This design comes from an exercise in tuning for small area on the open sky130 flow, not from production work. Only simulation tests tie the RTL to the original design; equivalence was not proved. Power figures rest on the tool's default switching activity, not on a simulated workload.

==> inputs of run a <==
==> flow/design.v <==
module lcd_i2c_top(
    input           clk,                     
    input           rst_n,                   
    input  [6:0]    i2c_addr,                
    input  [127:0]  row1,                    
    input  [127:0]  row2,                    
    input           sda_in,                  
    output          scl,                     
    output          sda_low                  
);
    reg  [6:0]  pre;
    wire        tick = (pre == 7'd113);
    always @(posedge clk, negedge rst_n) begin
        if (!rst_n)
            pre <= 7'd48;
        else
            pre <= {pre[5:0], pre[6] ^ pre[5] ^ tick};
    end
    reg  [3:0]  c;
    reg  [4:0]  r;
    reg  [2:0]  y;                           
    reg  [1:0]  s;                           
    reg  [3:0]  j;                           
    reg         scl_r, sl;
    assign scl     = scl_r;
    assign sda_low = sl;
    wire        A     = y[2];
    wire [2:0]  kb    = r[3:1];              
    wire        cend  = (c == 4'd15);
    wire        fin_b = (y == 3'b011);       
    wire        lgap  = !y[2] && !y[0];      
    wire        done  = (s == 2'd0) && (j == 4'd0);
    wire        hold  = (r == 5'd17 && c == 4'd3 && sda_in) || (done && r == 5'd22);
    wire        inc   = tick && !hold;
    wire [255:0] rows = {row1, row2};
    wire [255:0] rrev;
    genvar g;
    generate
        for (g = 0; g < 256; g = g + 1) begin : rv
            assign rrev[g] = rows[255 - g];
        end
    endgenerate
    wire [3:0]  l1 = ~(4'd1 << kb[1:0]);
    wire [3:0]  l2 = ~(4'd1 << {j[0], y[1]});
    wire [3:0]  l3 = ~(4'd1 << j[2:1]);
    wire [3:0]  l4 = ~(4'd1 << {s[1], j[3]});
    wire [63:0] m1;
    wire [15:0] m2;
    wire [3:0]  m3;
    wire        rbit;
    generate
        for (g = 0; g < 64; g = g + 1) begin : s1
            lcd_sel4 u (.d(rrev[g*4 +: 4]), .l(l1), .y(m1[g]));
        end
        for (g = 0; g < 16; g = g + 1) begin : s2
            lcd_sel4 u (.d(m1[g*4 +: 4]), .l(l2), .y(m2[g]));
        end
        for (g = 0; g < 4; g = g + 1) begin : s3
            lcd_sel4 u (.d(m2[g*4 +: 4]), .l(l3), .y(m3[g]));
        end
    endgenerate
    lcd_sel4 s4 (.d(m3), .l(l4), .y(rbit));
    reg  [7:0]  cmd;
    always @(*) begin
        case (j[2:0])
            3'd2:    cmd = 8'h02;
            3'd3:    cmd = 8'h28;
            3'd4:    cmd = 8'h0C;
            3'd5:    cmd = 8'h06;
            3'd6:    cmd = 8'h01;
            default: cmd = {1'b1, s[1], 6'd0};
        endcase
    end
    wire [7:0]  cmdr = {cmd[0], cmd[1], cmd[2], cmd[3], cmd[4], cmd[5], cmd[6], cmd[7]};
    wire        cbit = cmdr[{y[1], kb[1:0]}];
    wire        dbit = s[0] ? rbit : cbit;
    reg         tail;
    always @(*) begin
        case (kb[1:0])
            2'd0:    tail = 1'b1;            
            2'd1:    tail = ~y[0];           
            2'd2:    tail = 1'b0;            
            default: tail = s[0];            
        endcase
    end
    wire [7:0]  abyte = {i2c_addr, 1'b0};
    wire        abit  = abyte[3'd7 - kb];
    wire        bit_o = A ? abit : (kb[2] ? tail : dbit);
    always @(posedge clk, negedge rst_n) begin
        if (!rst_n) begin
            c     <= 4'd10;
            r     <= 5'd28;
            y     <= 3'b100;
            s     <= 2'd0;
            j     <= 4'd10;
            scl_r <= 1'b1;
            sl    <= 1'b0;
        end else if (tick) begin
            if (!r[4])
                scl_r <= r[0];
            else if (r == 5'd16 || r == 5'd18 || r == 5'd31)
                scl_r <= 1'b0;
            else if ((r == 5'd17 && c == 4'd4) || (r == 5'd21 && c == 4'd12))
                scl_r <= 1'b1;
            if (!r[4] && !r[0] && c == 4'd6)
                sl <= ~bit_o;                                
            else if (r == 5'd16)
                sl <= 1'b0;                                  
            else if (r == 5'd30 && c == 4'd5 && A)
                sl <= 1'b1;                                  
            else if ((r == 5'd30 && c == 4'd13) || (r == 5'd26 && c == 4'd5))
                if (!A) sl <= (y == 3'b000) | ~s[0];         
            if (inc) begin
                if (cend) begin
                    if (r == 5'd16) begin
                        c <= 4'd3;
                        r <= 5'd17;
                    end else if (r == 5'd18) begin
                        c <= lgap ? 4'd15 : 4'd12;
                        r <= fin_b ? 5'd20 : (lgap ? 5'd24 : 5'd29);
                        y <= y[2] ? 3'b000 : (fin_b ? 3'b100 : y + 3'd1);
                        if (fin_b) begin
                            j <= (s == 2'd1 && j == 4'd15) ? j : j + 4'd1;
                            s <= (j == 4'd15) ? s + 2'd1 : s;
                        end
                    end else begin
                        c <= 4'd5;
                        r <= r + 5'd1;
                    end
                end else
                    c <= c + 4'd1;
            end
        end
    end
endmodule
module lcd_sel4(
    input  [3:0] d,
    input  [3:0] l,
    output       y
);
    assign y = &(d | l);
endmodule
==> flow/flow/run.sh <==
#!/bin/bash
# Layout flow: the standard ORFS flow (standard.sh) with two changes.
#  - Synthesis maps the logic with an area-oriented ABC script (flow/abc.script, used in
#    place of ORFS's abc_speed.script in a private copy of ORFS's scripts folder) and
#    without ORFS's adder extraction (ADDER_MAP_FILE empty). Registers are mapped exactly
#    as in the standard synthesis (same names and cells).
#  - Every input and output port is buffered with sky130_fd_sc_hd__buf_1.
# make's output goes to flow_make.log here; each ORFS step also logs to orfs/logs/.
set -euo pipefail
W=$(pwd)
rm -rf "$W/orfs_scripts"
cp -r "$FLOW_HOME/scripts" "$W/orfs_scripts"
cp "$W/flow/abc.script" "$W/orfs_scripts/abc_speed.script"
bash standard.sh "SCRIPTS_DIR=$W/orfs_scripts" "ADDER_MAP_FILE=" \
    'BUFFER_PORTS_ARGS=-buffer_cell sky130_fd_sc_hd__buf_1' finish > flow_make.log 2>&1
==> flow/flow/abc.script <==
strash
&get -n
&dch -f
&nf -R 1000
&put
==> flow/standard.sh <==
#!/bin/bash
# synth_recipe.tcl (not shown) runs the flow's synth.tcl, then flattens the netlist and writes it again
# the make line also repeats each setting of config.mk as NAME=value (left out here)
make -C /OpenROAD-flow-scripts/flow DESIGN_CONFIG=/design/flow/config.mk WORK_HOME=/design/flow/orfs CLKGATE_MAP_FILE= SYNTH_SCRIPT=/design/flow/synth_recipe.tcl "${@:-finish}"
==> flow/config.mk <==
export PLATFORM = sky130hd
export DESIGN_NAME = lcd_i2c_top
export DESIGN_NICKNAME = lcd_i2c_top
export VERILOG_FILES = /design/flow/design.v
export SDC_FILE = /design/flow/constraint.sdc
export NUM_CORES = 4
export LEC_CHECK = 0
export CAP_MARGIN = 20
export CORE_MARGIN = 2
export CORE_UTILIZATION = 40
export SLEW_MARGIN = 20
==> flow/constraint.sdc <==
create_clock -name core_clock -period 10.0 [get_ports {clk}]
set_input_delay 2.0000 -clock core_clock [delete_from_list [all_inputs] [get_ports {clk}]]
set_output_delay 2.0000 -clock core_clock [all_outputs]
set_load 0.01 [all_outputs]
==> run b: changes against run a <==
==> flow/design.v, changed modules only <==
module lcd_i2c_top(
    input           clk,                     
    input           rst_n,                   
    input  [6:0]    i2c_addr,                
    input  [127:0]  row1,                    
    input  [127:0]  row2,                    
    input           sda_in,                  
    output          scl,                     
    output          sda_low                  
);
    reg  [6:0]  pre;
    wire        tick = (pre == 7'd113);
    always @(posedge clk, negedge rst_n) begin
        if (!rst_n)
            pre <= 7'd48;
        else
            pre <= {pre[5:0], pre[6] ^ pre[5] ^ tick};
    end
    reg  [3:0]  c;
    reg  [4:0]  r;
    reg  [2:0]  y;                           
    reg  [1:0]  s;                           
    reg  [3:0]  j;                           
    reg         scl_r, sl;
    assign scl     = scl_r;
    assign sda_low = sl;
    wire        A     = y[2];
    wire [2:0]  kb    = r[3:1];              
    wire        cend  = (c == 4'd15);
    wire        fin_b = (y == 3'b011);       
    wire        done  = (s == 2'd0) && (j == 4'd0);
    wire        hold  = (r == 5'd17 && c == 4'd3 && sda_in) || (done && r == 5'd22);
    wire        inc   = tick && !hold;
    wire        gend  = (!y[2] && !y[0]) ? (r == 5'd26 && c == 4'd5)
                                         : (r == 5'd21 && c == 4'd8 && !fin_b);
    wire [255:0] rows = {row1, row2};
    wire [255:0] rrev;
    genvar g;
    generate
        for (g = 0; g < 256; g = g + 1) begin : rv
            assign rrev[g] = rows[255 - g];
        end
    endgenerate
    wire [7:0]  l1 = ~(8'd1 << {A ? kb[2] : y[1], kb[1:0]});
    wire [7:0]  l2 = ~(8'd1 << j[2:0]);
    wire [3:0]  l3 = ~(4'd1 << {s[1], j[3]});
    wire [31:0] m1;
    wire [3:0]  m2;
    generate
        for (g = 0; g < 32; g = g + 1) begin : s1
            assign m1[g] = &(rrev[g*8 +: 8] | l1);
        end
        for (g = 0; g < 4; g = g + 1) begin : s2
            assign m2[g] = &(m1[g*8 +: 8] | l2);
        end
    endgenerate
    wire        rbit = &(m2 | l3);
    function [7:0] rev8(input [7:0] v);
        rev8 = {v[0], v[1], v[2], v[3], v[4], v[5], v[6], v[7]};
    endfunction
    wire [7:0]  cg;
    assign cg[0] = 1'b0;
    assign cg[1] = 1'b0;
    assign cg[2] = &(rev8(8'h02) | l1);
    assign cg[3] = &(rev8(8'h28) | l1);
    assign cg[4] = &(rev8(8'h0C) | l1);
    assign cg[5] = &(rev8(8'h06) | l1);
    assign cg[6] = &(rev8(8'h01) | l1);
    assign cg[7] = &(rev8({1'b1, s[1], 6'd0}) | l1);     
    wire        cbit = &(cg | l2);
    wire        dbit = s[0] ? rbit : cbit;
    reg         tail;
    always @(*) begin
        case (kb[1:0])
            2'd0:    tail = 1'b1;            
            2'd1:    tail = ~y[0];           
            2'd2:    tail = 1'b0;            
            default: tail = s[0];            
        endcase
    end
    wire [7:0]  arev  = {1'b0, i2c_addr[0], i2c_addr[1], i2c_addr[2], i2c_addr[3], i2c_addr[4], i2c_addr[5], i2c_addr[6]};
    wire        abit  = &(arev | l1);
    wire        bit_o = A ? abit : (kb[2] ? tail : dbit);
    always @(posedge clk, negedge rst_n) begin
        if (!rst_n) begin
            c     <= 4'd10;
            r     <= 5'd27;
            y     <= 3'b100;
            s     <= 2'd0;
            j     <= 4'd10;
            scl_r <= 1'b1;
            sl    <= 1'b0;
        end else if (tick) begin
            if (!r[4])
                scl_r <= r[0];
            else if (r == 5'd16 || r == 5'd18 || r == 5'd30)
                scl_r <= 1'b0;
            else if ((r == 5'd17 && c != 4'd3) || (r == 5'd20 && fin_b))
                scl_r <= 1'b1;
            if (!r[4] && !r[0] && c == 4'd6)
                sl <= ~bit_o;                                
            else if (r == 5'd16)
                sl <= 1'b0;                                  
            else if (r == 5'd29)
                sl <= 1'b1;                                  
            else if (r == 5'd20 && c == 4'd6 && !fin_b)
                sl <= A | ~s[0];                             
            if (inc) begin
                if (gend) begin
                    c <= 4'd5;
                    r <= 5'd0;
                    y <= y[2] ? 3'b000 : y + 3'd1;
                end else if (cend) begin
                    r <= (r == 5'd30) ? 5'd0 : r + 5'd1;
                    if (r == 5'd16)
                        c <= 4'd3;
                    else if (r == 5'd21 && fin_b) begin
                        c <= 4'd12;
                        y <= 3'b100;
                        j <= (s == 2'd1 && j == 4'd15) ? j : j + 4'd1;
                        s <= (j == 4'd15) ? s + 2'd1 : s;
                    end else
                        c <= 4'd5;
                end else
                    c <= c + 4'd1;
            end
        end
    end
endmodule
// module lcd_sel4 removed
--- a/flow/config.mk
+++ b/flow/config.mk
@@ -9,3 +9,5 @@
 export CORE_MARGIN = 2
-export CORE_UTILIZATION = 40
+export CORE_UTILIZATION = 55
+export GPL_TIMING_DRIVEN = 0
+export PLACE_DENSITY = 0.7
 export SLEW_MARGIN = 20
==> run c: changes against run a <==
==> flow/design.v, changed modules only <==
module lcd_i2c_top(
    input           clk,                     
    input           rst_n,                   
    input  [6:0]    i2c_addr,                
    input  [127:0]  row1,                    
    input  [127:0]  row2,                    
    input           sda_in,                  
    output          scl,                     
    output          sda_low                  
);
    reg  [6:0]  pre;
    wire        tick = (pre == 7'd113);
    always @(posedge clk, negedge rst_n) begin
        if (!rst_n)
            pre <= 7'd48;
        else
            pre <= {pre[5:0], pre[6] ^ pre[5] ^ tick};
    end
    reg  [3:0]  c;
    reg  [4:0]  r;
    reg  [2:0]  y;                           
    reg  [1:0]  s;                           
    reg  [3:0]  j;                           
    reg         scl_r, sl;
    assign scl     = scl_r;
    assign sda_low = sl;
    wire        A     = y[2];
    wire [2:0]  kb    = r[3:1];              
    wire        cend  = (c == 4'd15);
    wire        fin_b = (y == 3'b011);       
    wire        done  = (s == 2'd0) && (j == 4'd0);
    wire        hold  = (r == 5'd17 && c == 4'd3 && sda_in) || (done && r == 5'd22);
    wire        inc   = tick && !hold;
    wire        gend  = (!y[2] && !y[0]) ? (r == 5'd26 && c == 4'd5)
                                         : (r == 5'd21 && c == 4'd8 && !fin_b);
    wire [255:0] rows = {row1, row2};
    wire [255:0] rrev;
    genvar g;
    generate
        for (g = 0; g < 256; g = g + 1) begin : rv
            assign rrev[g] = rows[255 - g];
        end
    endgenerate
    wire [7:0]  l1 = ~(8'd1 << {A ? kb[2] : y[1], kb[1:0]});
    wire [7:0]  l2 = ~(8'd1 << j[2:0]);
    wire [3:0]  l3 = ~(4'd1 << {s[1], j[3]});
    wire [31:0] m1;
    wire [3:0]  m2;
    generate
        for (g = 0; g < 32; g = g + 1) begin : s1
            assign m1[g] = &(rrev[g*8 +: 8] | l1);
        end
        for (g = 0; g < 4; g = g + 1) begin : s2
            assign m2[g] = &(m1[g*8 +: 8] | l2);
        end
    endgenerate
    wire        rbit = &(m2 | l3);
    function [7:0] rev8(input [7:0] v);
        rev8 = {v[0], v[1], v[2], v[3], v[4], v[5], v[6], v[7]};
    endfunction
    wire [7:0]  cg;
    assign cg[0] = 1'b0;
    assign cg[1] = 1'b0;
    assign cg[2] = &(rev8(8'h02) | l1);
    assign cg[3] = &(rev8(8'h28) | l1);
    assign cg[4] = &(rev8(8'h0C) | l1);
    assign cg[5] = &(rev8(8'h06) | l1);
    assign cg[6] = &(rev8(8'h01) | l1);
    assign cg[7] = &(rev8({1'b1, s[1], 6'd0}) | l1);     
    wire        cbit = &(cg | l2);
    wire        dbit = s[0] ? rbit : cbit;
    reg         tail;
    always @(*) begin
        case (kb[1:0])
            2'd0:    tail = 1'b1;            
            2'd1:    tail = ~y[0];           
            2'd2:    tail = 1'b0;            
            default: tail = s[0];            
        endcase
    end
    wire [7:0]  arev  = {1'b0, i2c_addr[0], i2c_addr[1], i2c_addr[2], i2c_addr[3], i2c_addr[4], i2c_addr[5], i2c_addr[6]};
    wire        abit  = &(arev | l1);
    wire        bit_o = A ? abit : (kb[2] ? tail : dbit);
    always @(posedge clk, negedge rst_n) begin
        if (!rst_n) begin
            c     <= 4'd10;
            r     <= 5'd27;
            y     <= 3'b100;
            s     <= 2'd0;
            j     <= 4'd10;
            scl_r <= 1'b1;
            sl    <= 1'b0;
        end else if (tick) begin
            if (!r[4])
                scl_r <= r[0];
            else if (r == 5'd16 || r == 5'd18 || r == 5'd30)
                scl_r <= 1'b0;
            else if ((r == 5'd17 && c != 4'd3) || (r == 5'd20 && fin_b))
                scl_r <= 1'b1;
            if (!r[4] && !r[0] && c == 4'd6)
                sl <= ~bit_o;                                
            else if (r == 5'd16)
                sl <= 1'b0;                                  
            else if (r == 5'd29)
                sl <= 1'b1;                                  
            else if (r == 5'd20 && c == 4'd6 && !fin_b)
                sl <= A | ~s[0];                             
            if (inc) begin
                if (gend) begin
                    c <= 4'd5;
                    r <= 5'd0;
                    y <= y[2] ? 3'b000 : y + 3'd1;
                end else if (cend) begin
                    r <= (r == 5'd30) ? 5'd0 : r + 5'd1;
                    if (r == 5'd16)
                        c <= 4'd3;
                    else if (r == 5'd21 && fin_b) begin
                        c <= 4'd12;
                        y <= 3'b100;
                        j <= (s == 2'd1 && j == 4'd15) ? j : j + 4'd1;
                        s <= (j == 4'd15) ? s + 2'd1 : s;
                    end else
                        c <= 4'd5;
                end else
                    c <= c + 4'd1;
            end
        end
    end
endmodule
// module lcd_sel4 removed
--- a/flow/config.mk
+++ b/flow/config.mk
@@ -7,5 +7,6 @@
 export LEC_CHECK = 0
-export CAP_MARGIN = 20
+export CAP_MARGIN = 0
 export CORE_MARGIN = 2
 export CORE_UTILIZATION = 40
-export SLEW_MARGIN = 20
+export GPL_TIMING_DRIVEN = 0
+export SLEW_MARGIN = 0
==> summary.txt <==
item                                                                         run b                    run a                    run c
Outcome                                                             did not finish  complete, no violations  complete, no violations
Stage where the flow stopped                                     I/O pin placement                        -                        -
Worst setup path startpoint                                                      -                     r[2]                     r[3]
Seq cells                                                                        -                       27                       27
Post-layout instance area                                                        -             0.00410 mm^2             0.00397 mm^2
Slew @ Worst Pin                                                                 -                 0.961 ns                  1.36 ns
Placed Instance Area                                                             -             0.00405 mm^2             0.00385 mm^2
Number of sinks handled by clock tree synthesis                                  -                       27                       27
Total count of max-transition violations in the final report                     -                        0                        0
Path length in cells of the critical path                                        -                       14                       11
Non-CTS inverters                                                                -                        7                        6
Area enclosed by the die boundary                                                -             0.00786 mm^2             0.00747 mm^2
Area share of the largest cell type after synthesis                          30.2%                    28.6%                    30.2%
Final core occ                                                                   -                    59.7%                    59.4%
Clock-cell share of area                                                         -                    1.22%                    1.13%
Part of the total power dissipated in combinational logic                        -                    24.2%                    22.4%
WL/cell                                                                          -                  17.4 um                  20.5 um
Hold path endpoint                                                               -                   pre[5]                   pre[5]
Fraction of power spent switching nets                                           -                    27.4%                    26.8%
Max Clk Rate                                                                     -                0.264 GHz                0.241 GHz
Tap cells                                                                        -                       96                       80
Number of cell instances on the worst register-to-register path                  -                       14                       11

[static timing again, ports no longer ideal]
How much do the figures lean on ideal ports? The routed layouts below were timed once more, with nothing changed but the port constraints. Step 1 assumes that a clkbuf_16 drives the clock port and a buf_2 every other input. Step 2 also shifts input and output timing later by t, the mid clock arrival at the registers, as if the neighbouring blocks saw the same clock. Slacks: no drivers / after step 1 / after step 2; pairs: no drivers / after step 1.
run	t, ns	setup slack, ns	worst hold slack (ns)	worst setup path after step 2	pins driven straight from the clock port
run a	0.306	6.211 / 6.211 / 6.098	0.382 / 0.382 / 0.382	input to register	1
run c	0.307	5.842 / 5.842 / 5.692	0.378 / 0.378 / 0.378	input to register	1
After both steps every run listed still meets setup and hold. For run c, which loses most, drivers alone change the setup slack by 0.000 ns; drivers and shift together by -0.150 ns.
